Context: an optimization exercise on an open-source flow, tuned for small area. The choices shown serve that exercise and are no tape-out recipe.
Only simulation tests tie the RTL to the original design; equivalence was not proved.
In run 8 the design's own scripts or RTL, not TritonCTS, make the clock network.
The clock port is modelled as an ideal driver, which makes a skipped or thinned clock tree look cheaper than it is; a real chip needs a root buffer or a tree.
No activity file was given, so power comes from the tool's default toggle rates.

File: design.v
module bin2bcd(CLK,RESET,ENABLE,  BIN ,BCD_o);
output	reg	[39:0]  BCD_o ;
input			CLK;
input		[31:0]	BIN;
input			ENABLE;
input			RESET;
	localparam W = 39;
	reg	[5:0]	c ;
	reg	[W-1:0]	R ;
	wire idle = ~(c[5] | c[4] | c[3] | c[2] | c[0]);
	wire copy = c[5] & c[1] & c[0];
	wire done = c[5] & c[2];
	wire run  = ~(idle | copy | done);
	wire [8:0] en;
	assign en[0] = 1'b1;
	assign en[1] = c[5] | c[4] | c[3];			 
	assign en[2] = c[5] | c[4] | c[3];			 
	assign en[3] = c[5] | c[4];				 
	assign en[4] = c[5] | c[4];				 
	assign en[5] = c[5] | (c[4] & (c[3] | c[2]));		 
	assign en[6] = c[5] | (c[4] & c[3]);			 
	assign en[7] = c[5] | (c[4] & c[3] & c[2]);		 
	assign en[8] = c[5];					 
	function [3:0] CORRECT;
	input [3:0] d;
	input       e;
	reg g;
	begin
		g = e & (d[3] | (d[2] & (d[1] | d[0])));
		CORRECT[0] = d[0] ^ g;
		CORRECT[1] = d[1] ^ (g & ~d[0]);
		CORRECT[2] = d[2] ^ (g & (d[2] | d[0]));
		CORRECT[3] = d[3] | g;
	end
	endfunction
	function integer POS;	 
	input integer d;
	input integer k;
	begin
		POS = (32 + 4*d + k) % W;
	end
	endfunction
	reg [W-1:0] C;	 
	reg [3:0]   t;
	integer d, k;
	always @* begin
		C = R;
		for (d = 0; d < 9; d = d + 1) begin
			for (k = 0; k < 4; k = k + 1) t[k] = R[POS(d,k)];
			t = CORRECT(t, en[d]);
			for (k = 0; k < 4; k = k + 1) C[POS(d,k)] = t[k];
		end
	end
	wire [W-1:0] step = {C[W-2:0], C[W-1]};
	wire [W-1:0] load = {{(W-32){1'b0}}, BIN};
	wire sl = idle;
	wire ss = ENABLE & run;
	wire sh = ~(sl | ss);
	wire [W-1:0] Rn = ({W{sl}} & load) | ({W{ss}} & step) | ({W{sh}} & R);
	always @(posedge CLK or posedge RESET) begin
		if (RESET)
			c <= 6'd2;
		else if (ENABLE && !done)
			c <= c + 6'd1;
	end
	always @(posedge CLK)
		if (sl) R <= load; else if (ss) R <= step;
	always @(posedge CLK) begin
		if (ENABLE && copy) begin
			for (d = 0; d < 10; d = d + 1)
				for (k = 0; k < 4; k = k + 1)
					if (4*d+k < 39)
						BCD_o[4*d+k] <= R[POS(d,k)];
			BCD_o[39] <= 1'b0;
		end
	end
endmodule
File: flow/run.sh
#!/bin/bash
# Layout: the standard ORFS flow (standard.sh), with settings that keep
# cell area down:
# - synthesis is the standard synthesis (synth_recipe.tcl), but ABC maps
#   the logic with flow/abc_area.script (area-oriented amap) through
#   flow/my_synth.tcl; registers and their names are unchanged;
# - port buffers are buf_1 instead of the resizer's default choice;
# - the buffers ABC inserted are removed at floorplan;
# - CTS without dummy loads, clkbuf_8 root, and leaf buffers that drive at
#   most 10 flip-flops set to clkbuf_4 afterwards (flow/clkleaf.tcl).
# ORFS writes each step's full log under orfs/logs; make's output is in
# flow.log.
set -euo pipefail
export FLOW_SYNTH_TCL=$PWD/synth_recipe.tcl
export MY_ABC_SCRIPT=$PWD/flow/abc_area.script
bash standard.sh \
  "SYNTH_SCRIPT=$PWD/flow/my_synth.tcl" \
  "BUFFER_PORTS_ARGS=-buffer_cell sky130_fd_sc_hd__buf_1" \
  "REMOVE_ABC_BUFFERS=1" \
  "CTS_ARGS=-sink_clustering_enable -dont_use_dummy_load -buf_list sky130_fd_sc_hd__clkbuf_4 -root_buf sky130_fd_sc_hd__clkbuf_8" \
  "POST_CTS_TCL=$PWD/flow/clkleaf.tcl" \
  finish > flow.log 2>&1
File: flow/abc_area.script
strash
dch -f
amap
topo
stime -c
buffer -c
upsize -c
dnsize -c
File: flow/clkleaf.tcl
set db [ord::get_db]
set small [$db findMaster sky130_fd_sc_hd__clkbuf_4]
set n 0
foreach inst [[ord::get_db_block] getInsts] {
  if {[[$inst getMaster] getName] ne "sky130_fd_sc_hd__clkbuf_8"} { continue }
  set in_net [[$inst findITerm A] getNet]
  if {$in_net eq "NULL" || [$in_net getName] eq "CLK"} { continue }
  set out_net [[$inst findITerm X] getNet]
  if {$out_net eq "NULL"} { continue }
  set fanout [expr {[llength [$out_net getITerms]] - 1}]
  if {$fanout > 10} { continue }
  $inst swapMaster $small
  incr n
}
puts "clkleaf.tcl: $n leaf clock buffers set to clkbuf_4"
File: flow/my_synth.tcl
# The standard synthesis (synth_recipe.tcl), with ABC run on a script of this
# flow's own (MY_ABC_SCRIPT) in place of ORFS's: only the mapping of the
# logic between registers changes.
proc abc {args} {
  set i [lsearch -exact $args -script]
  if {$i >= 0} { lset args [expr {$i + 1}] $::env(MY_ABC_SCRIPT) }
  yosys abc {*}$args
}
source $::env(FLOW_SYNTH_TCL)
File: standard.sh
#!/bin/bash
# synth_recipe.tcl (not shown) runs the flow's synth.tcl, then flattens the netlist and writes it again
# the make line also repeats each setting of config.mk as NAME=value (left out here)
make -C /OpenROAD-flow-scripts/flow DESIGN_CONFIG=/design/flow/config.mk WORK_HOME=/design/flow/orfs CLKGATE_MAP_FILE= SYNTH_SCRIPT=/design/flow/synth_recipe.tcl "${@:-finish}"
File: config.mk
export PLATFORM = sky130hd
export DESIGN_NAME = bin2bcd
export DESIGN_NICKNAME = bin2bcd
export VERILOG_FILES = /design/flow/design.v
export SDC_FILE = /design/flow/constraint.sdc
export NUM_CORES = 4
export LEC_CHECK = 0
export CAP_MARGIN = 20
export CORE_MARGIN = 2
export CORE_UTILIZATION = 40
export SLEW_MARGIN = 20
File: constraint.sdc
create_clock -name core_clock -period 10.0 [get_ports {CLK}]
set_input_delay 2.0000 -clock core_clock [delete_from_list [all_inputs] [get_ports {CLK}]]
set_output_delay 2.0000 -clock core_clock [all_outputs]
set_load 0.01 [all_outputs]
==> out/results.md, run 1 <==
## Timing
- 40.0 ps — post-route clock skew
- 0.349 — share of the clock period used by the worst path after layout
- 959 ps — slew at the pin closest to its max-slew limit
- 0 — final max-slew violation count
- 0.358 — Max-slew headroom
- 449 ps — Worst Hold Margin
- 0 — # setup viols final
- 0.287 GHz — maximum clock frequency
- no — unrepaired setup endpoints after global routing
- 6510 ps — minimum setup slack in the final design
- 0 — number of endpoints with negative hold slack in the final report
- 3490 ps — Final Critical Period
- 0 ps — Post-Route Setup TNS

## Routing
- 5 — count of TritonRoute iterations in the first routing pass
- 15.0 um — Avg WL per Cell
- 2257 — via count
- 138 — First DRT Iteration DRCs
- 5.02 — vias per inst
- 6770 um — total length of routed wires
- 0 — Residual DRC
- 0 — Detail Route Antenna Nets

## Die
- 0.417 — initial standard-cell utilization of the core
- 97.0 um — die width
- 97.0 um — height of the die
- 0.00830 mm^2 — placeable core region
- 0.00941 mm^2 — total die area
- 75 — number of primary I/O pins
- 33 — row count

## Setup path
- sky130_fd_sc_hd__nand2_2 — worst-path cell with the longest stage delay
- flop — kind of capture point of the worst setup path
- simple AND/OR/NAND/NOR gates — family of cells with the greatest summed delay on the critical path
- 2 — worst path bufs/invs
- c[5] — worst reg2reg startpoint
- 39 — Crit Path Max Fanout
- primary input to flop — Setup CP Type
- buf_1, o21ai_2, nor3_2, inv_2, nand2_2 — cell-by-cell listing of the critical path
- 710 ps — maximum cell stage delay along the critical path
- 6860 ps — setup slack of the worst register-to-register path
- ENABLE — source of the critical timing path
- 5 — depth of the critical timing path with buffers and inverters included
- R[8] — capture instance of the worst register-to-register path
- 3440 ps — WP data arrival
- primary input — kind of start point of the critical path
- R[8] — critical path endpoint
- 9950 ps — CP required
- 6 — FF-to-FF path depth

## Pwr
- 45.8 uV — maximum resistive drop on vdd
- 563 uW — Power Total
- 143 mW/mm^2 — power density cells
- 0.00136 uW — P_leak

## Final layout
- 774 — layout filler cell count
- 14.0% — area growth from synthesis to layout
- 0.0609 — proportion of layout cells with a drive suffix above 1
- 392 — Nets
- 0 — n_diodes

## Synthesis
- 0.700 — portion of the post-synthesis area used by sequential elements
- 29 — Netlist cell types
- 12.9 um^2 — Synth Area per Inst
- sky130_fd_sc_hd__edfxtp_1 62%, sky130_fd_sc_hd__o21ai_0 6.4%, sky130_fd_sc_hd__dfxtp_1 4.0% — main area contributors after synthesis
- sky130_fd_sc_hd__edfxtp_1 — most frequent cell after synthesis
- 269 — count of mapped cells out of synthesis
- 0.616 — fraction of synthesized cell area taken by the top area cell type
- 0.0714 — share of synthesized registers carrying an async set or reset
- 0.00346 mm^2 — Cell Area, Synth
- 1 — Synthesis Warnings
- sky130_fd_sc_hd__edfxtp_1 — commonest register cell after synthesis
- 71 — count of flip-flops with a built-in enable after synthesis
- 71 x sky130_fd_sc_hd__edfxtp_1, 44 x sky130_fd_sc_hd__o21ai_0, 31 x sky130_fd_sc_hd__nand2_1 — top cells by instance count after synthesis
- 84 — flip-flop and latch count after synthesis
- sky130_fd_sc_hd__edfxtp_1 — Yosys top cell by area

## Run
- 0 — max-cap violation count

## Placement
- 0.806 — final weighted congestion in routability-driven placement
- 73 — count of port buffers added during placement
- 6190 ps — post-place setup slack
- 4590 um — post-detail-place hpwl

## Run status
- timing/DRC/antenna clean — result of the run

## CTS
- done — clock tree from TritonCTS
- 360 ps — insertion delay of the later-clocked pin in the worst-skew pair
- 84 — sinks on the clock net
- 80 ps — clock edge transition at the registers on the reported setup and hold paths

## Global routing
- 0.148 — aggregate global-route resource usage
- 0 — overflow left after global routing
- 10800 um — first-pass GRT wire length
- 40 — pin count of the biggest net entering global routing
- 0 — number of antenna violations at the first check in global routing
- 2228 — via count of the first global-routing pass

## Hold path
- flop to flop — path class of the lowest-slack min-delay path

[registers in the layout (all words and copies together), names as in the netlist]
signal / count
c: 6
R: 39
BCD_o: 39
[metrics by stage]
stage | util | area [um^2] | instances
3_3_place_gp | 0.463 | 3840 | 441
6_report | 0.475 | 3940 | 450
2_1_floorplan | - | 3420 | 262
5_1_grt | 0.475 | 3940 | 450
3_5_place_dp | 0.463 | 3840 | 441
[metal layers]
layer	up-vias	wire length (um)	part of all wire	GRT usage
met2	65	3210	0.47	0.232
met3	8	339	0.050	0.0303
li1	1140	-	-	-
met4	0	128	0.019	0.0867
met1	1044	3090	0.46	0.192
met5	-	0	0	0
[cells by family after synthesis]
group	after synthesis	share of synthesized area
adder cells (fa/ha/maj)	10	0.0362
flip-flops	84	0.700
AO/OA/AOI/OAI	90	0.158
buffers and inverters	32	0.0376
other	1	0.00108
AND/OR/NAND/NOR	52	0.0669
[final cells by class]
cell class | count | area, um^2 | area share
repair buffers | 74 | 282 | 0.0714
clock buffers | 9 | 105 | 0.0266
inverters | 25 | 93.8 | 0.0238
multi-input cells | 153 | 908 | 0.230
flip-flops and latches | 84 | 2420 | 0.615
well taps | 105 | 131 | 0.0333
[worst min-delay path by stage]
stage | start | endpoint | slack (ps) | depth (start not counted)
after global routing | R[34] | BCD_o[2] | 460 | 0
final | R[34] | BCD_o[2] | 450 | 0
after detailed placement | R[34] | BCD_o[2] | 440 | 0
after global placement | R[34] | BCD_o[2] | 420 | 0
after floorplan | R[34] | BCD_o[2] | 410 | 0
[where the power goes]
part | switching (uW) | leakage [uW] | internal, uW
clock network | 103 | 0.0000569 | 68.1
logic | 8.58 | 0.000505 | 4.40
registers | 0.704 | 0.000794 | 379
[placed cells by master, fill, tap and decap left out]
| cell type | n |
|---|---|
| sky130_fd_sc_hd__a21oi_1 | 12 |
| sky130_fd_sc_hd__nor3_2 | 1 |
| sky130_fd_sc_hd__and2_2 | 1 |
| sky130_fd_sc_hd__nand2_1 | 31 |
| sky130_fd_sc_hd__nand3_2 | 1 |
| sky130_fd_sc_hd__conb_1 | 1 |
| sky130_fd_sc_hd__o22a_1 | 4 |
| sky130_fd_sc_hd__o22ai_1 | 8 |
| sky130_fd_sc_hd__nand2_2 | 1 |
| sky130_fd_sc_hd__inv_1 | 21 |
| sky130_fd_sc_hd__nor4_1 | 1 |
| sky130_fd_sc_hd__ha_1 | 10 |
| sky130_fd_sc_hd__clkbuf_4 | 3 |
| sky130_fd_sc_hd__buf_4 | 1 |
| sky130_fd_sc_hd__o21ai_0 | 44 |
| sky130_fd_sc_hd__dfrtp_1 | 5 |
| sky130_fd_sc_hd__nor2_1 | 13 |
| sky130_fd_sc_hd__clkbuf_8 | 6 |
| sky130_fd_sc_hd__nor3_1 | 1 |
| sky130_fd_sc_hd__buf_1 | 73 |
| sky130_fd_sc_hd__inv_2 | 4 |
| sky130_fd_sc_hd__o21a_1 | 11 |
| sky130_fd_sc_hd__o21ai_2 | 1 |
| sky130_fd_sc_hd__o21ai_1 | 2 |
| sky130_fd_sc_hd__dfxtp_1 | 7 |
| sky130_fd_sc_hd__dfstp_2 | 1 |
| sky130_fd_sc_hd__o32a_1 | 8 |
| sky130_fd_sc_hd__nor3_4 | 1 |
| sky130_fd_sc_hd__and3_1 | 1 |
| sky130_fd_sc_hd__edfxtp_1 | 71 |
==> run 2: changes to the inputs <==
==> flow/abc_area.script (replaced) <==
strash
dch -f
amap
==> out/results.md, run 2 <==
## Synthesis
- 21 — Netlist cell types
- 263 — count of mapped cells out of synthesis
- 0.712 — portion of the post-synthesis area used by sequential elements
- 71 x sky130_fd_sc_hd__edfxtp_1, 47 x sky130_fd_sc_hd__o21ai_0, 32 x sky130_fd_sc_hd__nand2_1 — top cells by instance count after synthesis
- 84 — flip-flop and latch count after synthesis
- 71 — count of flip-flops with a built-in enable after synthesis
- 12.9 um^2 — Synth Area per Inst
- sky130_fd_sc_hd__edfxtp_1 — most frequent cell after synthesis
- 0.0368 — fraction of the mapped netlist area in adder cells
- sky130_fd_sc_hd__edfxtp_1 — Yosys top cell by area
- 0.0714 — share of synthesized registers carrying an async set or reset
- 0.160 — compound-gate portion of the synthesized area
- 0.00340 mm^2 — Cell Area, Synth
- sky130_fd_sc_hd__edfxtp_1 63%, sky130_fd_sc_hd__o21ai_0 6.9%, sky130_fd_sc_hd__dfxtp_1 4.1% — main area contributors after synthesis
- 0 — share of synthesized area spent on multiplexers
- 0.626 — fraction of synthesized cell area taken by the top area cell type
- sky130_fd_sc_hd__edfxtp_1 — commonest register cell after synthesis
- compound AO/OA/AOI/OAI gates — main combinational cell family by area after synthesis
- 1 — Synthesis Warnings
- 0.0610 — synthesized-area fraction occupied by and/or/nand/nor cells
- 0 — xor and xnor area share after synthesis

## Timing
- 0 — number of endpoints with negative hold slack in the final report
- 0 — # setup viols final
- 0 ps — Post-Route Setup TNS
- no — unrepaired setup endpoints after global routing
- 6200 ps — minimum setup slack in the final design
- 0 — final max-slew violation count
- 0.381 — Max-slew headroom
- 3800 ps — Final Critical Period
- 925 ps — slew at the pin closest to its max-slew limit
- 0.263 GHz — maximum clock frequency
- 0.380 — share of the clock period used by the worst path after layout
- 27.4 ps — post-route clock skew

## Global routing
- met2 — most congested layer reported by global routing
- 42 — pin count of the biggest net entering global routing
- 0.200 — global routing met1 resource utilization
- 2104 — via count of the first global-routing pass
- 0.0337 — met3 demand-to-capacity share in global routing
- 0.149 — aggregate global-route resource usage
- 0.219 — met2 global-route usage
- 0 — number of antenna violations at the first check in global routing
- 0 — overflow left after global routing
- 10100 um — first-pass GRT wire length

## Routing
- 0 — Residual DRC
- 4 — count of TritonRoute iterations in the first routing pass
- 6460 um — total length of routed wires
- 2262 — via count
- 5.03 — vias per inst
- 14.3 um — Avg WL per Cell
- 102 — First DRT Iteration DRCs
- 0 — Detail Route Antenna Nets

## Pwr
- 142 mW/mm^2 — power density cells
- 555 uW — Power Total
- 48.5 uV — maximum resistive drop on vdd
- 0.00125 uW — P_leak

## Placement
- 5830 ps — post-place setup slack
- 73 — count of port buffers added during placement
- 0.830 — final weighted congestion in routability-driven placement
- 4470 um — post-detail-place hpwl

## Die
- 96.3 um — die width
- 0.00822 mm^2 — placeable core region
- 0.414 — initial standard-cell utilization of the core
- 33 — row count
- 75 — number of primary I/O pins
- 0.00927 mm^2 — total die area
- 96.3 um — height of the die

## Hold path
- 0 — Hold Path Depth
- R[34] — source of the worst hold timing path
- flop to flop — path class of the lowest-slack min-delay path

## Setup path
- buf_1, o21ai_0, nor3_1, clkinv_1, nand2_2 — cell-by-cell listing of the critical path
- c[5] — worst reg2reg startpoint
- ENABLE — source of the critical timing path
- 3760 ps — WP data arrival
- sky130_fd_sc_hd__nand2_2 — worst-path cell with the longest stage delay
- 9950 ps — CP required
- 720 ps — maximum cell stage delay along the critical path
- primary input to flop — Setup CP Type
- flop — kind of capture point of the worst setup path
- 39 — Crit Path Max Fanout
- 5 — FF-to-FF path depth
- primary input — kind of start point of the critical path

## Run
- 0 — max-cap violation count

## Final layout
- 392 — Nets
- 0.00242 mm^2 — storage element area
- 888 um^2 — multi-input logic area
- 0 — n_diodes
- 772 — layout filler cell count
- BCD_o: 39 flops, R: 39 flops, c: 6 flops — largest registers ranked by flip-flop count
- sky130_fd_sc_hd__buf_1 — commonest non-fill, non-tap cell in the layout
- 0.0406 — proportion of layout cells with a drive suffix above 1
- 15.1% — area growth from synthesis to layout
- 73 x sky130_fd_sc_hd__buf_1, 71 x sky130_fd_sc_hd__edfxtp_1, 47 x sky130_fd_sc_hd__o21ai_0 — most frequent cells in the layout
- 0.477 — Post-Route Utilization

## Run status
- timing/DRC/antenna clean — result of the run

## CTS
- done — clock tree from TritonCTS
- 84 — sinks on the clock net
- 350 ps — insertion delay of the later-clocked pin in the worst-skew pair
- 70 ps — clock edge transition at the registers on the reported setup and hold paths

-- run 2: final cells by class --
class                           instances  area share
Tap cell                              105      0.0335
Multi-Input combinational cell        153       0.227
Timing Repair Buffer                   74      0.0719
Inverter                               25      0.0240
Sequential cell                        84       0.619
Clock buffer                            9      0.0252
-- run 2: path summary, 6_finish.rpt --
kind	to	slack, ps
max	R[26]	6200
min	BCD_o[2]	460
max reg2reg	R[26]	6940
min reg2reg	BCD_o[2]	460
max in group asynchronous	c[1]	8260
min in group asynchronous	c[2]	1510
-- run 2: cells by family (layout without fill, tap and decap cells) --
kind of cell,count (synthesis),after routing
other,1,1
AOI/OAI and AO/OA,90,90
adders and majority gates,10,10
DFF,84,84
and+or+nand+nor,52,52
buffers and inverters,26,108
-- run 2: where the power goes --
group          internal (uW)  leakage, uW  switching (uW)
logic                   4.40     0.000407            8.35
registers                379     0.000794           0.659
clock network           63.8    0.0000544            99.1
-- run 2: layer usage --
metal	vias up	routed length, um
li1	1142	-
met1	1034	2990
met2	72	2920
met3	14	368
met4	0	172
met5	-	0
-- run 2: worst max-delay path, delay by kind of cell --
kind            cells  cell delay, ps
simple gates        2            1140
buf+inv             2             370
compound gates      1             220
-- run 2: through the flow --
step,cells,area [um^2],hold slack (ps)
after detailed placement,441,3820,444
final,450,3920,456
after global placement,441,3820,436
after global routing,450,3920,477
after floorplan,262,3400,416
==> run 3: changes to the inputs <==
--- a/design.v
+++ b/design.v
@@ -64,7 +64,7 @@
 			c <= c + 6'd1;
 	end
 	always @(posedge CLK)
-		if (sl) R <= load; else if (ss) R <= step;
+		R <= ({W{sl}} & load) | ({W{ss}} & step) | ({W{~(sl|ss)}} & R);
 	always @(posedge CLK) begin
 		if (ENABLE && copy) begin
 			for (d = 0; d < 10; d = d + 1)
==> out/results.md, run 3 <==
## Run status
- timing/DRC/antenna clean — result of the run

## Global routing
- 40 — pin count of the biggest net entering global routing
- met2 — most congested layer reported by global routing
- 2186 — via count of the first global-routing pass
- 0 — overflow left after global routing
- 0 — number of antenna violations at the first check in global routing
- 10700 um — first-pass GRT wire length
- 0.160 — aggregate global-route resource usage
- 0.210 — global routing met1 resource utilization
- 0.246 — met2 global-route usage
- 0.0401 — met3 demand-to-capacity share in global routing

## Synthesis
- 24 — Netlist cell types
- sky130_fd_sc_hd__edfxtp_1 36%, sky130_fd_sc_hd__dfxtp_1 24%, sky130_fd_sc_hd__a221o_1 5.0% — main area contributors after synthesis
- 39 — count of flip-flops with a built-in enable after synthesis
- 0.651 — portion of the post-synthesis area used by sequential elements
- sky130_fd_sc_hd__edfxtp_1 — Yosys top cell by area
- 1 — Synthesis Warnings
- 84 — flip-flop and latch count after synthesis
- 12.0 um^2 — Synth Area per Inst
- 0.00323 mm^2 — Cell Area, Synth
- 0.0714 — share of synthesized registers carrying an async set or reset
- 268 — count of mapped cells out of synthesis
- 0.363 — fraction of synthesized cell area taken by the top area cell type
- sky130_fd_sc_hd__edfxtp_1 — commonest register cell after synthesis
- 39 x sky130_fd_sc_hd__dfxtp_1, 39 x sky130_fd_sc_hd__edfxtp_1, 27 x sky130_fd_sc_hd__clkinv_1 — top cells by instance count after synthesis

## Setup path
- 2 — worst path bufs/invs
- 1020 ps — maximum cell stage delay along the critical path
- buf_1, o21ai_0, nor3_1, clkinv_1, a211oi_1, a221o_1 — cell-by-cell listing of the critical path
- flop — kind of capture point of the worst setup path
- sky130_fd_sc_hd__clkinv_1 — worst-path cell with the longest stage delay
- 10280 ps — CP required
- 4680 ps — WP data arrival
- primary input to flop — Setup CP Type
- primary input — kind of start point of the critical path
- 34 — Crit Path Max Fanout
- buffers and inverters — family of cells with the greatest summed delay on the critical path

## Timing
- no — unrepaired setup endpoints after global routing
- 0 — # setup viols final
- 0 — number of endpoints with negative hold slack in the final report
- 0.440 — share of the clock period used by the worst path after layout
- 0 — final max-slew violation count
- 0.227 GHz — maximum clock frequency
- 4400 ps — Final Critical Period
- 999 ps — slew at the pin closest to its max-slew limit
- 0.330 — Max-slew headroom
- 0 ps — Post-Route Setup TNS
- 32.0 ps — post-route clock skew

## Routing
- 6600 um — total length of routed wires
- 5.19 — vias per inst
- 0 — Detail Route Antenna Nets
- 4 — count of TritonRoute iterations in the first routing pass
- 14.6 um — Avg WL per Cell
- 98 — First DRT Iteration DRCs
- 0 — Residual DRC
- 2351 — via count

## Die
- 0.00777 mm^2 — placeable core region
- 75 — number of primary I/O pins
- 93.9 um — die width
- 93.9 um — height of the die
- 0.00881 mm^2 — total die area
- 0.416 — initial standard-cell utilization of the core
- 32 — row count

## CTS
- done — clock tree from TritonCTS
- 84 — sinks on the clock net
- 360 ps — insertion delay of the later-clocked pin in the worst-skew pair
- 70 ps — clock edge transition at the registers on the reported setup and hold paths

## Placement
- 73 — count of port buffers added during placement
- 444 — Placed Cells incl. Taps
- 4460 um — post-detail-place hpwl
- 0.813 — final weighted congestion in routability-driven placement

## Run
- 0 — max-cap violation count

## Pwr
- 0.00129 uW — P_leak
- 142 mW/mm^2 — power density cells
- 50.8 uV — maximum resistive drop on vdd

## Final layout
- 73 x sky130_fd_sc_hd__buf_1, 39 x sky130_fd_sc_hd__edfxtp_1, 39 x sky130_fd_sc_hd__dfxtp_1 — most frequent cells in the layout
- 0.482 — Post-Route Utilization
- 0 — n_diodes
- 16.0% — area growth from synthesis to layout
- 398 — Nets
- BCD_o: 39 flops, R: 39 flops, c: 6 flops — largest registers ranked by flip-flop count
- sky130_fd_sc_hd__buf_1 — commonest non-fill, non-tap cell in the layout
- 0.0427 — proportion of layout cells with a drive suffix above 1
- 453 — Final Non-Filler Cells

## Hold path
- flop to flop — path class of the lowest-slack min-delay path

[run 3: cell families after synthesis]
group,share of synthesized area
compound gates,0.216
flops,0.651
simple gates,0.0593
buf+inv,0.0337
fa+ha+maj,0.0387
other cells,0.00116
[run 3: power breakdown]
part           internal [uW]  total (uW)  switching (uW)
Clock                   63.8         165             101
Sequential               358         358               0
Combinational           3.27        9.34            6.07
Total                    425         533             107
[run 3: per-stage QoR]
stage                     hold slack [ps]  worst slack, ps  total power (uW)  instance area, um^2
after global placement                427             5350               376                 3650
after floorplan                       416             5370               369                 3220
after detailed placement              423             5220               376                 3650
after global routing                  475             5110               551                 3750
final                                 442             5600               533                 3750
[run 3: area by class of cell]
class / instances / area [um^2]
Fill cell: 771 / 4020
Tap cell: 102 / 128
Inverter: 27 / 101
Clock buffer: 9 / 98.8
Multi-Input combinational cell: 156 / 1030
Timing Repair Buffer: 75 / 289
Sequential cell: 84 / 2100
[run 3: routing by layer]
layer / vias up / wire (um)
li1: 1191 / -
met1: 1085 / 3080
met2: 64 / 3010
met3: 11 / 364
met4: 0 / 142
met5: - / 0
[run 3: final timing paths]
kind	depth (start not counted)	slack, ps	end	start
min in group asynchronous	2	1490	c[3]	RESET
max in group asynchronous	2	8260	c[1]	RESET
worst max-delay path	6	5600	R[8]	ENABLE
worst min register to register	0	440	BCD_o[2]	R[34]
worst max register to register	6	6720	R[8]	c[5]
worst min-delay path	0	440	BCD_o[2]	R[34]
==> run 4: changes to the inputs <==
--- a/flow/clkleaf.tcl
+++ b/flow/clkleaf.tcl
@@ -8,7 +8,7 @@
   set out_net [[$inst findITerm X] getNet]
   if {$out_net eq "NULL"} { continue }
   set fanout [expr {[llength [$out_net getITerms]] - 1}]
-  if {$fanout > 10} { continue }
+  if {$fanout > 16} { continue }
   $inst swapMaster $small
   incr n
 }
--- a/config.mk
+++ b/config.mk
@@ -7,5 +7,6 @@
 export LEC_CHECK = 0
 export CAP_MARGIN = 20
 export CORE_MARGIN = 2
-export CORE_UTILIZATION = 40
+export CORE_UTILIZATION = 70
+export PLACE_DENSITY = 0.75
 export SLEW_MARGIN = 20
==> out/results.md, run 4 <==
## Setup path
- 970 ps — maximum cell stage delay along the critical path
- c[5] — worst reg2reg startpoint
- 10300 ps — CP required
- buffers and inverters — family of cells with the greatest summed delay on the critical path
- 4690 ps — WP data arrival
- 34 — Crit Path Max Fanout
- primary input — kind of start point of the critical path
- flop — kind of capture point of the worst setup path
- 2 — worst path bufs/invs
- buf_1, o21ai_0, nor3_1, clkinv_1, a211oi_1, a221o_1 — cell-by-cell listing of the critical path
- ENABLE — source of the critical timing path
- primary input to flop — Setup CP Type
- 6780 ps — setup slack of the worst register-to-register path
- R[15] — capture instance of the worst register-to-register path
- sky130_fd_sc_hd__clkinv_1 — worst-path cell with the longest stage delay
- 6 — FF-to-FF path depth

## Final layout
- 262 — layout filler cell count
- 13.3% — area growth from synthesis to layout
- BCD_o: 39 flops, R: 39 flops, c: 6 flops — largest registers ranked by flip-flop count
- 0 — n_diodes
- 0.00366 mm^2 — design area
- 73 x sky130_fd_sc_hd__buf_1, 39 x sky130_fd_sc_hd__edfxtp_1, 39 x sky130_fd_sc_hd__dfxtp_1 — most frequent cells in the layout
- 398 — Nets
- 0.0427 — proportion of layout cells with a drive suffix above 1
- sky130_fd_sc_hd__buf_1 — commonest non-fill, non-tap cell in the layout

## Pwr
- 0.018 — combinational cell fraction of total power
- 139 mW/mm^2 — power density cells
- 0.706 — sequential share of power
- 89.4 uV — maximum resistive drop on vdd
- 408 uW — internal power
- 99.2 uW — switching pwr
- 0.195 — switching portion of total power
- 0.00128 uW — P_leak
- 0.276 — share of total power in the clock network

## Timing
- no — unrepaired setup endpoints after global routing
- 0 — final max-slew violation count
- 0 — number of endpoints with negative hold slack in the final report
- 0.375 — Max-slew headroom
- 932 ps — slew at the pin closest to its max-slew limit
- 4390 ps — Final Critical Period
- 0.228 GHz — maximum clock frequency
- 0 — # setup viols final
- 17.9 ps — post-route clock skew
- 0.439 — share of the clock period used by the worst path after layout
- 5610 ps — minimum setup slack in the final design
- 0 ps — Post-Route Setup TNS

## Routing
- 16.1 um — Avg WL per Cell
- 6510 um — total length of routed wires
- 0 — Residual DRC
- 5 — count of TritonRoute iterations in the first routing pass
- 2470 — via count
- 6.13 — vias per inst
- 0 — Detail Route Antenna Nets
- 339 — First DRT Iteration DRCs

## Die
- 0.00441 mm^2 — placeable core region
- 0.732 — initial standard-cell utilization of the core
- 71.9 um — height of the die
- 0.00517 mm^2 — total die area
- 71.9 um — die width
- 24 — row count
- 75 — number of primary I/O pins

## Synthesis
- 12.0 um^2 — Synth Area per Inst
- sky130_fd_sc_hd__edfxtp_1 36%, sky130_fd_sc_hd__dfxtp_1 24%, sky130_fd_sc_hd__a221o_1 5.0% — main area contributors after synthesis
- 39 x sky130_fd_sc_hd__dfxtp_1, 39 x sky130_fd_sc_hd__edfxtp_1, 27 x sky130_fd_sc_hd__clkinv_1 — top cells by instance count after synthesis
- 0.363 — fraction of synthesized cell area taken by the top area cell type
- 1 — Synthesis Warnings
- sky130_fd_sc_hd__edfxtp_1 — commonest register cell after synthesis
- 268 — count of mapped cells out of synthesis
- 24 — Netlist cell types
- 0.651 — portion of the post-synthesis area used by sequential elements
- 0.0714 — share of synthesized registers carrying an async set or reset
- sky130_fd_sc_hd__edfxtp_1 — Yosys top cell by area
- 39 — count of flip-flops with a built-in enable after synthesis
- 84 — flip-flop and latch count after synthesis
- 0.00323 mm^2 — Cell Area, Synth

## Global routing
- 10300 um — first-pass GRT wire length
- 0 — number of antenna violations at the first check in global routing
- 0 — overflow left after global routing
- 2250 — via count of the first global-routing pass
- 0.266 — aggregate global-route resource usage
- 40 — pin count of the biggest net entering global routing

## Hold path
- flop to flop — path class of the lowest-slack min-delay path
- R[34] — source of the worst hold timing path
- BCD_o[2] — worst hold path endpoint
- 0 — Hold Path Depth

## Placement
- 0.00358 mm^2 — cell area reported after detailed placement
- 0.796 — final weighted congestion in routability-driven placement
- 5360 ps — post-place setup slack
- 4400 um — post-detail-place hpwl
- 73 — count of port buffers added during placement

## CTS
- 110 ps — clock edge transition at the registers on the reported setup and hold paths
- 350 ps — insertion delay of the later-clocked pin in the worst-skew pair
- done — clock tree from TritonCTS
- 84 — sinks on the clock net

## Run
- 0 — max-cap violation count

## Run status
- timing/DRC/antenna clean — result of the run

run 4: changes by cell type in the layout (fill, tap and decap cells not counted):
cell	delta
sky130_fd_sc_hd__clkbuf_8	-4
sky130_fd_sc_hd__clkbuf_4	+4
run 4: cell families (layout without fill, tap and decap cells):
group	after synthesis	count (layout)	synth area share
compound gates	97	97	0.216
flops	84	84	0.651
simple gates	48	48	0.0593
buf+inv	28	111	0.0337
fa+ha+maj	10	10	0.0387
other cells	1	1	0.00116
run 4: stage by stage:
step,power (uW),utilization,instances,hold WS [ps]
floorplan,369,-,267,416
global placement,375,0.812,394,422
detailed placement,375,0.812,394,427
global route,520,0.829,403,471
finish,508,0.829,403,452
run 4: cell type report:
| class | count | area [um^2] | area share |
|---|---|---|---|
| clock buffers | 9 | 73.8 | 0.0202 |
| flip-flops and latches | 84 | 2100 | 0.575 |
| multi-input cells | 156 | 1030 | 0.280 |
| well taps | 52 | 65.1 | 0.0178 |
| inverters | 27 | 101 | 0.0277 |
| repair buffers | 75 | 289 | 0.0790 |
run 4: worst reg2reg max path, stage by stage, from the launching register on:
cell and delay (ps):
sky130_fd_sc_hd__dfrtp_1 420, sky130_fd_sc_hd__clkinv_1 140, sky130_fd_sc_hd__o21ai_0 260, sky130_fd_sc_hd__nor3_1 700, sky130_fd_sc_hd__clkinv_1 970, sky130_fd_sc_hd__a211oi_1 520, sky130_fd_sc_hd__a221o_1 170
run 4: how the worst max path moves through the flow:
| stage | endpoint | slack (ps) | cells after the start |
|---|---|---|---|
| 2_1_floorplan | R[37] | 5370 | 7 |
| 3_3_place_gp | R[11] | 5440 | 6 |
| 3_5_place_dp | R[15] | 5360 | 6 |
| 5_1_grt | R[24] | 5260 | 6 |
| 6_report | R[15] | 5610 | 6 |
run 4: power by group through the flow:
stage / Combinational (uW) / Sequential (uW) / Clock (uW)
after floorplan: 2.92 / 366 / 0
after global placement: 9.05 / 366 / 0
after detailed placement: 9.17 / 366 / 0
after global routing: 10.1 / 359 / 152
final: 9.12 / 358 / 140
run 4: per-layer routing:
layer | share of wire | routed length, um | global-route usage | vias up
met5 | 0 | 0 | 0 | -
met4 | 0.021 | 135 | 0.136 | 0
met2 | 0.48 | 3140 | 0.429 | 118
met3 | 0.075 | 491 | 0.0528 | 13
li1 | - | - | - | 1198
met1 | 0.42 | 2740 | 0.346 | 1141
==> run 5: changes to the inputs <==
--- a/flow/run.sh
+++ b/flow/run.sh
@@ -2,8 +2,9 @@
 # Layout: the standard ORFS flow (standard.sh), with settings that keep
 # cell area down:
 # - synthesis is the standard synthesis (synth_recipe.tcl), but ABC maps
-#   the logic with flow/abc_area.script (area-oriented amap) through
-#   flow/my_synth.tcl; registers and their names are unchanged;
+#   the logic with flow/abc_area.script (area-oriented amap, no upsizing) through
+#   flow/my_synth.tcl, and without the half/full adder extraction
+#   (ADDER_MAP_FILE empty); registers and their names are unchanged;
 # - port buffers are buf_1 instead of the resizer's default choice;
 # - the buffers ABC inserted are removed at floorplan;
 # - CTS without dummy loads, clkbuf_8 root, and leaf buffers that drive at
@@ -15,6 +16,7 @@
 export MY_ABC_SCRIPT=$PWD/flow/abc_area.script
 bash standard.sh \
   "SYNTH_SCRIPT=$PWD/flow/my_synth.tcl" \
+  "ADDER_MAP_FILE=" \
   "BUFFER_PORTS_ARGS=-buffer_cell sky130_fd_sc_hd__buf_1" \
   "REMOVE_ABC_BUFFERS=1" \
   "CTS_ARGS=-sink_clustering_enable -dont_use_dummy_load -buf_list sky130_fd_sc_hd__clkbuf_4 -root_buf sky130_fd_sc_hd__clkbuf_8" \
--- a/flow/clkleaf.tcl
+++ b/flow/clkleaf.tcl
@@ -8,7 +8,7 @@
   set out_net [[$inst findITerm X] getNet]
   if {$out_net eq "NULL"} { continue }
   set fanout [expr {[llength [$out_net getITerms]] - 1}]
-  if {$fanout > 16} { continue }
+  if {$fanout > 10} { continue }
   $inst swapMaster $small
   incr n
 }
--- a/config.mk
+++ b/config.mk
@@ -7,6 +7,5 @@
 export LEC_CHECK = 0
 export CAP_MARGIN = 20
 export CORE_MARGIN = 2
-export CORE_UTILIZATION = 70
-export PLACE_DENSITY = 0.75
+export CORE_UTILIZATION = 40
 export SLEW_MARGIN = 20
==> out/results.md, run 5 <==
## Setup path
- sky130_fd_sc_hd__clkinv_1 — worst-path cell with the longest stage delay
- 29 — Crit Path Max Fanout
- 670 ps — maximum cell stage delay along the critical path
- 4060 ps — WP data arrival
- primary input to flop — Setup CP Type
- flop — kind of capture point of the worst setup path
- 10300 ps — CP required
- 7300 ps — setup slack of the worst register-to-register path
- buf_1, o21a_1, nand2_1, nor2_1, buf_4, clkinv_1, a2111oi_0, a221o_1 — cell-by-cell listing of the critical path
- primary input — kind of start point of the critical path
- 8 — FF-to-FF path depth

## Routing
- 14.3 um — Avg WL per Cell
- 6700 um — total length of routed wires
- 0 — Residual DRC
- 5.11 — vias per inst
- 2395 — via count
- 4 — count of TritonRoute iterations in the first routing pass
- 135 — First DRT Iteration DRCs
- 0 — Detail Route Antenna Nets

## Synthesis
- 0.657 — portion of the post-synthesis area used by sequential elements
- 84 — flip-flop and latch count after synthesis
- 0.366 — fraction of synthesized cell area taken by the top area cell type
- 39 — count of flip-flops with a built-in enable after synthesis
- 282 — count of mapped cells out of synthesis
- sky130_fd_sc_hd__edfxtp_1 — commonest register cell after synthesis
- 1 — Synthesis Warnings
- 11.3 um^2 — Synth Area per Inst
- 26 — Netlist cell types
- 0.0714 — share of synthesized registers carrying an async set or reset
- 49 x sky130_fd_sc_hd__nor2_1, 39 x sky130_fd_sc_hd__dfxtp_1, 39 x sky130_fd_sc_hd__edfxtp_1 — top cells by instance count after synthesis
- sky130_fd_sc_hd__edfxtp_1 37%, sky130_fd_sc_hd__dfxtp_1 24%, sky130_fd_sc_hd__nor2_1 5.7% — main area contributors after synthesis
- 0.00320 mm^2 — Cell Area, Synth
- sky130_fd_sc_hd__nor2_1 — most frequent cell after synthesis
- sky130_fd_sc_hd__edfxtp_1 — Yosys top cell by area

## Timing
- 3760 ps — Final Critical Period
- 0 — # setup viols final
- 0 — final max-slew violation count
- 31.9 ps — post-route clock skew
- 0.453 — Max-slew headroom
- 442 ps — Worst Hold Margin
- 0.266 GHz — maximum clock frequency
- 0 ps — Post-Route Setup TNS
- 0 — number of endpoints with negative hold slack in the final report
- 815 ps — slew at the pin closest to its max-slew limit
- 0.376 — share of the clock period used by the worst path after layout
- no — unrepaired setup endpoints after global routing

## Hold path
- flop to flop — path class of the lowest-slack min-delay path
- 0 — Hold Path Depth

## Final layout
- 73 x sky130_fd_sc_hd__buf_1, 48 x sky130_fd_sc_hd__nor2_1, 39 x sky130_fd_sc_hd__edfxtp_1, 39 x sky130_fd_sc_hd__dfxtp_1, 32 x sky130_fd_sc_hd__clkinv_1 — most frequent cells in the layout
- 0 — n_diodes
- sky130_fd_sc_hd__buf_1 — commonest non-fill, non-tap cell in the layout
- 17.2% — area growth from synthesis to layout
- BCD_o: 39 flops, R: 39 flops, c: 6 flops — largest registers ranked by flip-flop count
- 0.0463 — proportion of layout cells with a drive suffix above 1
- 404 — Nets

## CTS
- 350 ps — insertion delay of the later-clocked pin in the worst-skew pair
- 84 — sinks on the clock net
- done — clock tree from TritonCTS
- 110 ps — clock edge transition at the registers on the reported setup and hold paths

## Global routing
- 10800 um — first-pass GRT wire length
- 2236 — via count of the first global-routing pass
- 0.161 — aggregate global-route resource usage
- 0 — number of antenna violations at the first check in global routing
- 40 — pin count of the biggest net entering global routing
- 0 — overflow left after global routing

## Die
- 0.00873 mm^2 — total die area
- 0.414 — initial standard-cell utilization of the core
- 93.5 um — die width
- 75 — number of primary I/O pins
- 0.00773 mm^2 — placeable core region
- 93.5 um — height of the die
- 32 — row count

## Placement
- 4570 um — post-detail-place hpwl
- 73 — count of port buffers added during placement
- 0.832 — final weighted congestion in routability-driven placement

## Pwr
- 139 mW/mm^2 — power density cells
- 0.00120 uW — P_leak
- 521 uW — Power Total
- 56.6 uV — maximum resistive drop on vdd

## Run
- 0 — max-cap violation count

## Run status
- timing/DRC/antenna clean — result of the run

## run 5: cell count changes after synthesis, moves of 3 or more
cell / before / now
sky130_fd_sc_hd__ha_1: 10 / 0
sky130_fd_sc_hd__a21oi_1: 13 / 6
sky130_fd_sc_hd__nor2_1: 25 / 49
sky130_fd_sc_hd__nand2_1: 16 / 11
sky130_fd_sc_hd__o32ai_1: 0 / 3
sky130_fd_sc_hd__clkinv_1: 27 / 32
sky130_fd_sc_hd__o21ai_0: 19 / 23
## run 5: logic make-up after synthesis
group / synth area share
other: 0.00117
AO/OA/AOI/OAI: 0.218
AND/OR/NAND/NOR: 0.0841
flip-flops: 0.657
buffers and inverters: 0.0399
## run 5: area by class of cell
type | count | area (um^2)
clock buffers | 9 | 92.6
fillers | 772 | 3980
inverters | 32 | 120
multi-input cells | 165 | 985
flip-flops and latches | 84 | 2100
well taps | 102 | 128
repair buffers | 77 | 324
## run 5: final timing paths
| path | from | to |
|---|---|---|
| min in group asynchronous | RESET | c[4] |
| max in group asynchronous | RESET | c[1] |
| max reg2reg | c[5] | R[0] |
| max | ENABLE | R[0] |
| min reg2reg | R[38] | BCD_o[6] |
| min | R[38] | BCD_o[6] |
## run 5: worst max-delay path, delay by kind of cell
kind	cells	cell delay (ps)
buffers and inverters	3	970
AND/OR/NAND/NOR	2	140
AO/OA/AOI/OAI	3	940
## run 5: metal layers
| layer | vias up | GRT usage | routed length (um) |
|---|---|---|---|
| met5 | - | 0 | 0 |
| met1 | 1103 | 0.227 | 3160 |
| met4 | 0 | 0.0625 | 63 |
| met3 | 5 | 0.0322 | 345 |
| met2 | 62 | 0.243 | 3130 |
| li1 | 1225 | - | - |
## run 5: through the flow
| stage | util | worst slack [ps] | std cells | instance area (um^2) |
|---|---|---|---|---|
| 2_1_floorplan | - | 5170 | 281 | 3190 |
| 3_3_place_gp | 0.470 | 5910 | 459 | 3630 |
| 3_5_place_dp | 0.470 | 5880 | 459 | 3630 |
| 5_1_grt | 0.486 | 6040 | 469 | 3750 |
| 6_report | 0.486 | 6240 | 469 | 3750 |
## run 5: power breakdown
part           internal [uW]  total (uW)  switching (uW)
Combinational           3.27        6.59            3.32
Sequential               356         356               0
Clock                   59.6         158            98.5
==> run 6: changes to the inputs <==
--- a/flow/run.sh
+++ b/flow/run.sh
@@ -7,8 +7,10 @@
 #   (ADDER_MAP_FILE empty); registers and their names are unchanged;
 # - port buffers are buf_1 instead of the resizer's default choice;
 # - the buffers ABC inserted are removed at floorplan;
+# - repair of slew and capacitance may not use cells of drive 4 and up
+#   other than buf_4 (flow/small_cells.tcl);
 # - CTS without dummy loads, clkbuf_8 root, and leaf buffers that drive at
-#   most 10 flip-flops set to clkbuf_4 afterwards (flow/clkleaf.tcl).
+#   most 16 flip-flops set to clkbuf_4 afterwards (flow/clkleaf.tcl).
 # ORFS writes each step's full log under orfs/logs; make's output is in
 # flow.log.
 set -euo pipefail
@@ -21,4 +23,8 @@
   "REMOVE_ABC_BUFFERS=1" \
   "CTS_ARGS=-sink_clustering_enable -dont_use_dummy_load -buf_list sky130_fd_sc_hd__clkbuf_4 -root_buf sky130_fd_sc_hd__clkbuf_8" \
   "POST_CTS_TCL=$PWD/flow/clkleaf.tcl" \
+  "PRE_GLOBAL_PLACE_TCL=$PWD/flow/small_cells.tcl" \
+  "PRE_RESIZE_TCL=$PWD/flow/small_cells.tcl" \
+  "PRE_CTS_TCL=$PWD/flow/small_cells.tcl" \
+  "PRE_GLOBAL_ROUTE_TCL=$PWD/flow/small_cells.tcl" \
   finish > flow.log 2>&1
--- a/flow/clkleaf.tcl
+++ b/flow/clkleaf.tcl
@@ -8,7 +8,7 @@
   set out_net [[$inst findITerm X] getNet]
   if {$out_net eq "NULL"} { continue }
   set fanout [expr {[llength [$out_net getITerms]] - 1}]
-  if {$fanout > 10} { continue }
+  if {$fanout > 16} { continue }
   $inst swapMaster $small
   incr n
 }
==> flow/small_cells.tcl (new file) <==
# Before each step that repairs slew and capacitance: keep the repair from
# reaching for very large cells. Cells of drive strength 4 and above are left
# out, except buf_4 and the clock buffers CTS uses. This only narrows the
# platform's own cell list.
set skip {}
foreach cell [get_lib_cells sky130_fd_sc_hd__*] {
  set name [get_name $cell]
  if {![regexp {_(\d+)$} $name -> drive]} { continue }
  if {$drive < 4} { continue }
  if {[lsearch -exact {sky130_fd_sc_hd__buf_4 sky130_fd_sc_hd__clkbuf_4 sky130_fd_sc_hd__clkbuf_8} $name] >= 0} { continue }
  if {[regexp {^sky130_fd_sc_hd__(fill|decap|tap|diode)} $name]} { continue }
  lappend skip $cell
}
set_dont_use $skip
puts "small_cells.tcl: [llength $skip] cells of drive 4 and above left out of repair"
--- a/config.mk
+++ b/config.mk
@@ -7,5 +7,6 @@
 export LEC_CHECK = 0
 export CAP_MARGIN = 20
 export CORE_MARGIN = 2
-export CORE_UTILIZATION = 40
+export CORE_UTILIZATION = 70
+export PLACE_DENSITY = 0.75
 export SLEW_MARGIN = 20
==> out/results.md, run 6 <==
## Run status
- timing/DRC/antenna clean — result of the run

## Routing
- 0 — Detail Route Antenna Nets
- 5 — count of TritonRoute iterations in the first routing pass
- 2611 — via count
- 16.2 um — Avg WL per Cell
- 6.23 — vias per inst
- 0 — Residual DRC
- 6800 um — total length of routed wires
- 277 — First DRT Iteration DRCs

## Die
- 0.730 — initial standard-cell utilization of the core
- 24 — row count
- 75 — number of primary I/O pins
- 71.6 um — height of the die
- 71.6 um — die width
- 0.00513 mm^2 — total die area
- 0.00438 mm^2 — placeable core region

## Timing
- 0 — number of endpoints with negative hold slack in the final report
- 0 — # setup viols final
- 5590 ps — minimum setup slack in the final design
- 0.415 — Max-slew headroom
- 0 — final max-slew violation count
- 0.227 GHz — maximum clock frequency
- 4410 ps — Final Critical Period
- 0 ps — Post-Route Setup TNS
- 878 ps — slew at the pin closest to its max-slew limit
- 0.441 — share of the clock period used by the worst path after layout
- no — unrepaired setup endpoints after global routing
- 29.7 ps — post-route clock skew
- 463 ps — Worst Hold Margin

## Hold path
- flop to flop — path class of the lowest-slack min-delay path
- BCD_o[3] — worst hold path endpoint
- R[35] — source of the worst hold timing path
- 0 — Hold Path Depth

## Synthesis
- 0.00320 mm^2 — Cell Area, Synth
- 282 — count of mapped cells out of synthesis
- 0.366 — fraction of synthesized cell area taken by the top area cell type
- sky130_fd_sc_hd__edfxtp_1 — commonest register cell after synthesis
- 1 — Synthesis Warnings
- 84 — flip-flop and latch count after synthesis
- 11.3 um^2 — Synth Area per Inst
- sky130_fd_sc_hd__edfxtp_1 37%, sky130_fd_sc_hd__dfxtp_1 24%, sky130_fd_sc_hd__nor2_1 5.7% — main area contributors after synthesis
- sky130_fd_sc_hd__nor2_1 — most frequent cell after synthesis
- sky130_fd_sc_hd__edfxtp_1 — Yosys top cell by area
- 39 — count of flip-flops with a built-in enable after synthesis
- 26 — Netlist cell types
- 0.0714 — share of synthesized registers carrying an async set or reset
- 0.657 — portion of the post-synthesis area used by sequential elements
- 49 x sky130_fd_sc_hd__nor2_1, 39 x sky130_fd_sc_hd__dfxtp_1, 39 x sky130_fd_sc_hd__edfxtp_1 — top cells by instance count after synthesis

## Global routing
- 11000 um — first-pass GRT wire length
- 34 — pin count of the biggest net entering global routing
- 0.284 — aggregate global-route resource usage
- 0 — overflow left after global routing
- 0 — number of antenna violations at the first check in global routing
- 2394 — via count of the first global-routing pass

## Run
- 0 — max-cap violation count

## Placement
- 4560 um — post-detail-place hpwl
- 0.844 — final weighted congestion in routability-driven placement
- 5370 ps — post-place setup slack
- 73 — count of port buffers added during placement
- 0.00356 mm^2 — cell area reported after detailed placement

## CTS
- 350 ps — insertion delay of the later-clocked pin in the worst-skew pair
- 100 ps — clock edge transition at the registers on the reported setup and hold paths
- done — clock tree from TritonCTS
- 84 — sinks on the clock net

## Final layout
- sky130_fd_sc_hd__buf_1 — commonest non-fill, non-tap cell in the layout
- 0 — n_diodes
- 0.0409 — proportion of layout cells with a drive suffix above 1
- 0.00363 mm^2 — design area
- 13.5% — area growth from synthesis to layout
- BCD_o: 39 flops, R: 39 flops, c: 6 flops — largest registers ranked by flip-flop count
- 404 — Nets
- 75 x sky130_fd_sc_hd__buf_1, 48 x sky130_fd_sc_hd__nor2_1, 39 x sky130_fd_sc_hd__edfxtp_1, 39 x sky130_fd_sc_hd__dfxtp_1, 32 x sky130_fd_sc_hd__clkinv_1 — most frequent cells in the layout

## Setup path
- 4700 ps — WP data arrival
- 10290 ps — CP required
- R[0] — capture instance of the worst register-to-register path
- 29 — Crit Path Max Fanout
- c[5] — worst reg2reg startpoint
- 6560 ps — setup slack of the worst register-to-register path
- 8 — FF-to-FF path depth
- primary input to flop — Setup CP Type
- flop — kind of capture point of the worst setup path
- primary input — kind of start point of the critical path

## Pwr
- 0.00118 uW — P_leak
- 138 mW/mm^2 — power density cells
- 126 uV — maximum resistive drop on vdd

run 6: cell type report:
class | instances | area, um^2
multi-input combinational | 165 | 980
timing repair buffer | 77 | 292
sequential | 84 | 2100
fill | 289 | 751
tap | 52 | 65.1
inverter | 32 | 120
clock buffer | 9 | 73.8
run 6: where the power goes:
part / internal, uW / total [uW] / switching (uW)
Clock: 46.7 / 140 / 92.8
Combinational: 3.20 / 6.14 / 2.94
Sequential: 356 / 356 / 0
run 6: cell families (layout without fill, tap and decap cells):
kind of cell / count (synthesis) / after routing / synth area share
other: 1 / 1 / 0.00117
flip-flops: 84 / 84 / 0.657
buffers and inverters: 33 / 118 / 0.0399
AO/OA/AOI/OAI: 96 / 96 / 0.218
AND/OR/NAND/NOR: 68 / 68 / 0.0841
run 6: layer usage:
layer  vias up  part of all wire  track usage
met5         -                 0            0
met4         0             0.024        0.117
met3        22             0.087       0.0745
met2       130              0.49        0.451
met1      1226              0.40        0.374
li1       1233                 -            -
run 6: stage by stage:
step	power, uW	util	std cells
final	502	0.829	419
after floorplan	365	-	281
after global placement	370	0.812	410
after detailed placement	370	0.812	410
after global routing	515	0.829	419
run 6: worst max-delay path, cell delays in order:
cell	delay, ps
sky130_fd_sc_hd__buf_1	90
sky130_fd_sc_hd__o21a_1	160
sky130_fd_sc_hd__nand2_1	70
sky130_fd_sc_hd__nor2_1	80
sky130_fd_sc_hd__buf_1	590
sky130_fd_sc_hd__clkinv_1	920
sky130_fd_sc_hd__a2111oi_0	610
sky130_fd_sc_hd__a221o_1	170
run 6: worst max path at each step:
stage,endpoint,slack [ps],start,cells past startpoint
finish,R[0],5590,ENABLE,8
global placement,R[0],5440,ENABLE,8
detailed placement,R[0],5370,ENABLE,8
floorplan,R[13],5170,c[5],7
global route,R[0],5440,ENABLE,8
==> run 7: changes to the inputs <==
--- a/flow/run.sh
+++ b/flow/run.sh
@@ -10,7 +10,7 @@
 # - repair of slew and capacitance may not use cells of drive 4 and up
 #   other than buf_4 (flow/small_cells.tcl);
 # - CTS without dummy loads, clkbuf_8 root, and leaf buffers that drive at
-#   most 16 flip-flops set to clkbuf_4 afterwards (flow/clkleaf.tcl).
+#   most 12 flip-flops set to clkbuf_4 afterwards (flow/clkleaf.tcl).
 # ORFS writes each step's full log under orfs/logs; make's output is in
 # flow.log.
 set -euo pipefail
--- a/flow/clkleaf.tcl
+++ b/flow/clkleaf.tcl
@@ -8,7 +8,7 @@
   set out_net [[$inst findITerm X] getNet]
   if {$out_net eq "NULL"} { continue }
   set fanout [expr {[llength [$out_net getITerms]] - 1}]
-  if {$fanout > 16} { continue }
+  if {$fanout > 12} { continue }
   $inst swapMaster $small
   incr n
 }
==> out/results.md, run 7 <==
## Synthesis
- 0.0714 — share of synthesized registers carrying an async set or reset
- 0.00320 mm^2 — Cell Area, Synth
- 0.366 — fraction of synthesized cell area taken by the top area cell type
- 49 x sky130_fd_sc_hd__nor2_1, 39 x sky130_fd_sc_hd__dfxtp_1, 39 x sky130_fd_sc_hd__edfxtp_1 — top cells by instance count after synthesis
- sky130_fd_sc_hd__edfxtp_1 — commonest register cell after synthesis
- 11.3 um^2 — Synth Area per Inst
- 0.657 — portion of the post-synthesis area used by sequential elements
- 26 — Netlist cell types
- 1 — Synthesis Warnings
- sky130_fd_sc_hd__edfxtp_1 37%, sky130_fd_sc_hd__dfxtp_1 24%, sky130_fd_sc_hd__nor2_1 5.7% — main area contributors after synthesis
- 84 — flip-flop and latch count after synthesis
- 282 — count of mapped cells out of synthesis
- sky130_fd_sc_hd__nor2_1 — most frequent cell after synthesis
- 39 — count of flip-flops with a built-in enable after synthesis
- sky130_fd_sc_hd__edfxtp_1 — Yosys top cell by area

## Setup path
- 29 — Crit Path Max Fanout
- primary input — kind of start point of the critical path
- flop — kind of capture point of the worst setup path
- ENABLE — source of the critical timing path
- sky130_fd_sc_hd__clkinv_1 — worst-path cell with the longest stage delay
- buf_1, o21a_1, nand2_1, nor2_1, buf_1, clkinv_1, a2111oi_0, a221o_1 — cell-by-cell listing of the critical path
- c[5] — worst reg2reg startpoint
- sky130_fd_sc_hd__buf_1 — CP most frequent cell
- 10290 ps — CP required
- primary input to flop — Setup CP Type
- 900 ps — maximum cell stage delay along the critical path
- buffers and inverters — family of cells with the greatest summed delay on the critical path
- 3 — worst path bufs/invs
- 4650 ps — WP data arrival

## Timing
- 463 ps — Worst Hold Margin
- 4360 ps — Final Critical Period
- 29.9 ps — post-route clock skew
- 0 ps — Post-Route Setup TNS
- 0 — number of endpoints with negative hold slack in the final report
- 0 — # setup viols final
- 0.229 GHz — maximum clock frequency
- 0.436 — share of the clock period used by the worst path after layout
- 0.419 — Max-slew headroom
- 0 — final max-slew violation count
- no — unrepaired setup endpoints after global routing
- 872 ps — slew at the pin closest to its max-slew limit

## Global routing
- 0.283 — aggregate global-route resource usage
- 11000 um — first-pass GRT wire length
- 0 — number of antenna violations at the first check in global routing
- 34 — pin count of the biggest net entering global routing
- 0 — overflow left after global routing
- 2394 — via count of the first global-routing pass

## Final layout
- 0 — n_diodes
- 75 x sky130_fd_sc_hd__buf_1, 48 x sky130_fd_sc_hd__nor2_1, 39 x sky130_fd_sc_hd__edfxtp_1, 39 x sky130_fd_sc_hd__dfxtp_1, 32 x sky130_fd_sc_hd__clkinv_1 — most frequent cells in the layout
- sky130_fd_sc_hd__buf_1 — commonest non-fill, non-tap cell in the layout
- 0.0409 — proportion of layout cells with a drive suffix above 1
- 13.7% — area growth from synthesis to layout
- 404 — Nets
- BCD_o: 39 flops, R: 39 flops, c: 6 flops — largest registers ranked by flip-flop count
- 419 — Final Non-Filler Cells
- 0.00364 mm^2 — design area

## Hold path
- flop to flop — path class of the lowest-slack min-delay path
- R[35] — source of the worst hold timing path

## Run
- 0 — max-cap violation count

## Pwr
- 139 mW/mm^2 — power density cells
- 507 uW — Power Total
- 0.00118 uW — P_leak
- 126 uV — maximum resistive drop on vdd

## Run status
- timing/DRC/antenna clean — result of the run

## CTS
- 84 — sinks on the clock net
- 340 ps — insertion delay of the later-clocked pin in the worst-skew pair
- done — clock tree from TritonCTS
- 100 ps — clock edge transition at the registers on the reported setup and hold paths

## Die
- 0.730 — initial standard-cell utilization of the core
- 0.00438 mm^2 — placeable core region
- 75 — number of primary I/O pins
- 71.6 um — height of the die
- 71.6 um — die width
- 0.00513 mm^2 — total die area
- 24 — row count

## Routing
- 7 — count of TritonRoute iterations in the first routing pass
- 16.1 um — Avg WL per Cell
- 6.14 — vias per inst
- 0 — Residual DRC
- 2574 — via count
- 0 — Detail Route Antenna Nets
- 6760 um — total length of routed wires
- 304 — First DRT Iteration DRCs

## Placement
- 0.00356 mm^2 — cell area reported after detailed placement
- 73 — count of port buffers added during placement
- 4560 um — post-detail-place hpwl
- 0.844 — final weighted congestion in routability-driven placement
- 410 — Placed Cells incl. Taps

==> run 7: cell counts after synthesis <==
No cell type changed its count.
==> run 7: logic make-up (layout without fill, tap and decap cells) <==
group,count (synthesis),after routing,share of synthesized area
AO/OA/AOI/OAI,96,96,0.218
buffers and inverters,33,118,0.0399
flip-flops,84,84,0.657
other,1,1,0.00117
AND/OR/NAND/NOR,68,68,0.0841
==> run 7: final timing paths <==
kind,endpoint,cells past startpoint,slack [ps]
setup / recovery,R[0],8,5640
hold / removal,BCD_o[3],0,460
setup reg to reg,R[0],8,6600
hold reg to reg,BCD_o[3],0,460
max in group asynchronous,c[1],2,8260
min in group asynchronous,c[0],2,1490
==> run 7: worst reg2reg max path: cells and delay by family (launching register included) <==
kind / cells / cell delay, ps
AO/OA/AOI/OAI: 2 / 800
buffers and inverters: 3 / 1650
flip-flops: 1 / 490
AND/OR/NAND/NOR: 3 / 420
==> run 7: cell type report <==
class | instances | area (um^2)
clock buffer | 9 | 80.1
fill | 287 | 744
inverter | 32 | 120
multi-input combinational | 165 | 980
sequential | 84 | 2100
tap | 52 | 65.1
timing repair buffer | 77 | 292
==> run 7: metal layers <==
layer  global-route usage  up-vias  share of wire
met1                0.372     1199           0.40
met2                0.452      129           0.50
met4                0.117        0          0.020
li1                     -     1231              -
met3               0.0745       15          0.078
met5                    0        -              0
==> run 7: where the power goes <==
group | switching, uW | internal (uW)
clock | 93.3 | 51.0
sequential | 0 | 356
combinational | 2.95 | 3.20
==> run 7: per-stage QoR <==
step           utilization  setup WS (ps)
2_1_floorplan            -           5170
3_3_place_gp         0.812           5440
3_5_place_dp         0.812           5370
5_1_grt              0.830           5440
6_report             0.830           5640
==> run 8: changes to the inputs <==
--- a/flow/run.sh
+++ b/flow/run.sh
@@ -16,13 +16,14 @@
 set -euo pipefail
 export FLOW_SYNTH_TCL=$PWD/synth_recipe.tcl
 export MY_ABC_SCRIPT=$PWD/flow/abc_area.script
+export CLKTREE_N=4 CLKTREE_CELL=sky130_fd_sc_hd__clkbuf_8
 bash standard.sh \
   "SYNTH_SCRIPT=$PWD/flow/my_synth.tcl" \
   "ADDER_MAP_FILE=" \
   "BUFFER_PORTS_ARGS=-buffer_cell sky130_fd_sc_hd__buf_1" \
   "REMOVE_ABC_BUFFERS=1" \
   "CTS_ARGS=-sink_clustering_enable -dont_use_dummy_load -buf_list sky130_fd_sc_hd__clkbuf_4 -root_buf sky130_fd_sc_hd__clkbuf_8" \
-  "POST_CTS_TCL=$PWD/flow/clkleaf.tcl" \
+  "POST_CTS_TCL=$PWD/flow/clktree.tcl" \
   "PRE_GLOBAL_PLACE_TCL=$PWD/flow/small_cells.tcl" \
   "PRE_RESIZE_TCL=$PWD/flow/small_cells.tcl" \
   "PRE_CTS_TCL=$PWD/flow/small_cells.tcl" \
==> flow/clktree.tcl (new file) <==
set db [ord::get_db]
set block [ord::get_db_block]
set nbuf $::env(CLKTREE_N)
set master [$db findMaster $::env(CLKTREE_CELL)]
set clk_net [$block findNet CLK]

# the flip-flop clock pins
set sinks {}
foreach inst [$block getInsts] {
  if {![regexp {^sky130_fd_sc_hd__(df|edf)} [[$inst getMaster] getName]]} { continue }
  lappend sinks [$inst findITerm CLK]
}
# remove the clock buffers CTS made, and their nets
foreach inst [$block getInsts] {
  if {![string match "sky130_fd_sc_hd__clkbuf_*" [[$inst getMaster] getName]]} { continue }
  set out [[$inst findITerm X] getNet]
  foreach it [$inst getITerms] { if {[$it getNet] ne "NULL"} { $it disconnect } }
  odb::dbInst_destroy $inst
  if {$out ne "NULL" && $out ne $clk_net} { odb::dbNet_destroy $out }
}
foreach it $sinks { if {[$it getNet] ne "NULL"} { $it disconnect } }

proc xy {it} {
  set b [[$it getInst] getBBox]
  return [list [expr {([$b xMin] + [$b xMax]) / 2}] [expr {([$b yMin] + [$b yMax]) / 2}]]
}
proc split_at_median {items axis} {
  set s [lsort -integer -index $axis $items]
  set h [expr {[llength $s] / 2}]
  return [list [lrange $s 0 [expr {$h - 1}]] [lrange $s $h end]]
}
set items {}
foreach it $sinks { lappend items [concat [xy $it] [list $it]] }
if {$nbuf == 1} {
  set groups [list $items]
} elseif {$nbuf == 2} {
  set groups [split_at_median $items 0]
} else {
  set groups {}
  foreach half [split_at_median $items 0] { foreach q [split_at_median $half 1] { lappend groups $q } }
}
set k 0
foreach g $groups {
  set sx 0; set sy 0
  foreach e $g { incr sx [lindex $e 0]; incr sy [lindex $e 1] }
  set n [llength $g]
  set inst [odb::dbInst_create $block $master clkbuf_leaf_$k]
  set net [odb::dbNet_create $block clknet_leaf_$k]
  $net setSigType CLOCK
  $inst setLocation [expr {$sx / $n}] [expr {$sy / $n}]
  $inst setPlacementStatus PLACED
  [$inst findITerm A] connect $clk_net
  [$inst findITerm X] connect $net
  foreach e $g { [lindex $e 2] connect $net }
  puts "clktree.tcl: [$inst getName] ([$master getName]) drives $n flip-flops"
  incr k
}
detailed_placement
check_placement
estimate_parasitics -placement
report_check_types -max_slew -max_capacitance
removed: flow/clkleaf.tcl
==> out/results.md, run 8 <==
## Routing
- 3380 um — met2 routed WL
- 514 um — length of routed met3 wiring
- met4 — Top Layer Used
- 0 — Residual DRC
- 0 — Detail Route Antenna Nets
- 4 — count of TritonRoute iterations in the first routing pass

## Timing
- 0.221 GHz — maximum clock frequency
- 5470 ps — minimum setup slack in the final design
- no — unrepaired setup endpoints after global routing
- 11.4 ps — post-route clock skew
- 0 — # setup viols final
- 0.419 — Max-slew headroom
- 4530 ps — Final Critical Period
- 0 ps — Post-Route Setup TNS

## Placement
- 73 — count of port buffers added during placement

## Synthesis
- 26 — Netlist cell types
- 84 — flip-flop and latch count after synthesis
- sky130_fd_sc_hd__edfxtp_1 — commonest register cell after synthesis
- 0.366 — fraction of synthesized cell area taken by the top area cell type
- sky130_fd_sc_hd__edfxtp_1 — Yosys top cell by area
- sky130_fd_sc_hd__nor2_1 — most frequent cell after synthesis
- 39 — count of flip-flops with a built-in enable after synthesis

## Setup path
- R[0] — capture instance of the worst register-to-register path
- 4650 ps — WP data arrival
- flop — kind of capture point of the worst setup path
- 6580 ps — setup slack of the worst register-to-register path
- buf_1, o21a_1, nand2_1, nor2_1, buf_1, clkinv_1, a2111oi_0, a221o_1 — cell-by-cell listing of the critical path
- c[5] — worst reg2reg startpoint
- primary input to flop — Setup CP Type
- 10120 ps — CP required
- buffers and inverters — family of cells with the greatest summed delay on the critical path

## Pwr
- 0.744 — sequential share of power
- 0.00117 uW — P_leak
- 81.8 uW — switching pwr
- 112 uV — maximum resistive drop on vdd

## Hold path
- flop to flop — path class of the lowest-slack min-delay path
- 0 — Hold Path Depth
- BCD_o[6] — worst hold path endpoint

## CTS
- 120 ps — clock edge transition at the registers on the reported setup and hold paths
- 170 ps — insertion delay of the later-clocked pin in the worst-skew pair

## Final layout
- 75 x sky130_fd_sc_hd__buf_1, 48 x sky130_fd_sc_hd__nor2_1, 39 x sky130_fd_sc_hd__edfxtp_1, 39 x sky130_fd_sc_hd__dfxtp_1, 32 x sky130_fd_sc_hd__clkinv_1 — most frequent cells in the layout
- BCD_o: 39 flops, R: 39 flops, c: 6 flops — largest registers ranked by flip-flop count
- 12.9% — area growth from synthesis to layout
- 0 — n_diodes
- 399 — Nets

## Run status
- timing/DRC/antenna clean — result of the run

## Global routing
- 0 — overflow left after global routing

## Die
- 24 — row count

## Run
- 0 — max-cap violation count

==> run 8: metal layers <==
layer | up-vias | track usage
met1 | 1205 | 0.374
met3 | 13 | 0.0577
met4 | 0 | 0.0839
met5 | - | 0
met2 | 122 | 0.458
li1 | 1219 | -
==> run 8: worst max path at each step <==
stage / cells after the start / from / slack [ps] / end
6_report: 8 / ENABLE / 5470 / R[0]
5_1_grt: 8 / ENABLE / 5250 / R[0]
3_5_place_dp: 8 / ENABLE / 5370 / R[0]
3_3_place_gp: 8 / ENABLE / 5440 / R[0]
2_1_floorplan: 7 / c[5] / 5170 / R[13]
==> run 8: worst register-to-register path, stage by stage, from the launching register on <==
cell	delay [ps]
sky130_fd_sc_hd__dfrtp_1	510
sky130_fd_sc_hd__clkinv_1	200
sky130_fd_sc_hd__nand3_1	240
sky130_fd_sc_hd__nor3_2	80
sky130_fd_sc_hd__nor2_1	100
sky130_fd_sc_hd__buf_1	560
sky130_fd_sc_hd__clkinv_1	900
sky130_fd_sc_hd__a2111oi_0	620
sky130_fd_sc_hd__a221o_1	170
==> run 8: kinds of logic after synthesis <==
family                 after synthesis  share of synthesized area
DFF                                 84                      0.657
AOI/OAI and AO/OA                   96                      0.218
buffers and inverters               33                     0.0399
and+or+nand+nor                     68                     0.0841
other                                1                    0.00117
==> run 8: per-stage QoR <==
step | instance area [um^2] | utilization | power (uW) | std cells
after global placement | 3560 | 0.812 | 370 | 410
after detailed placement | 3560 | 0.812 | 370 | 410
final | 3610 | 0.824 | 479 | 414
after floorplan | 3190 | - | 365 | 281
after global routing | 3610 | 0.824 | 488 | 414
==> run 8: power by group through the flow <==
stage	combinational (uW)	clock [uW]	sequential, uW
finish	6.13	116	356
floorplan	0.750	0	364
detailed placement	6.08	0	364
global placement	6.07	0	364
global route	6.83	125	356
==> run 8: cell type report <==
type                            count  area (um^2)
Sequential cell                    84         2100
Multi-Input combinational cell    165          980
Fill cell                         280          769
Timing Repair Buffer               77          292
Inverter                           32          120
Tap cell                           52         65.1
Buffer                              4         55.1

Check on run 8: ideal ports give 5.473 ns setup slack; a clkbuf_16 on the clock port and buf_2 on the inputs give 5.510 ns; moving port delays by the midpoint clock arrival (0.225 ns) as well gives 5.285 ns.
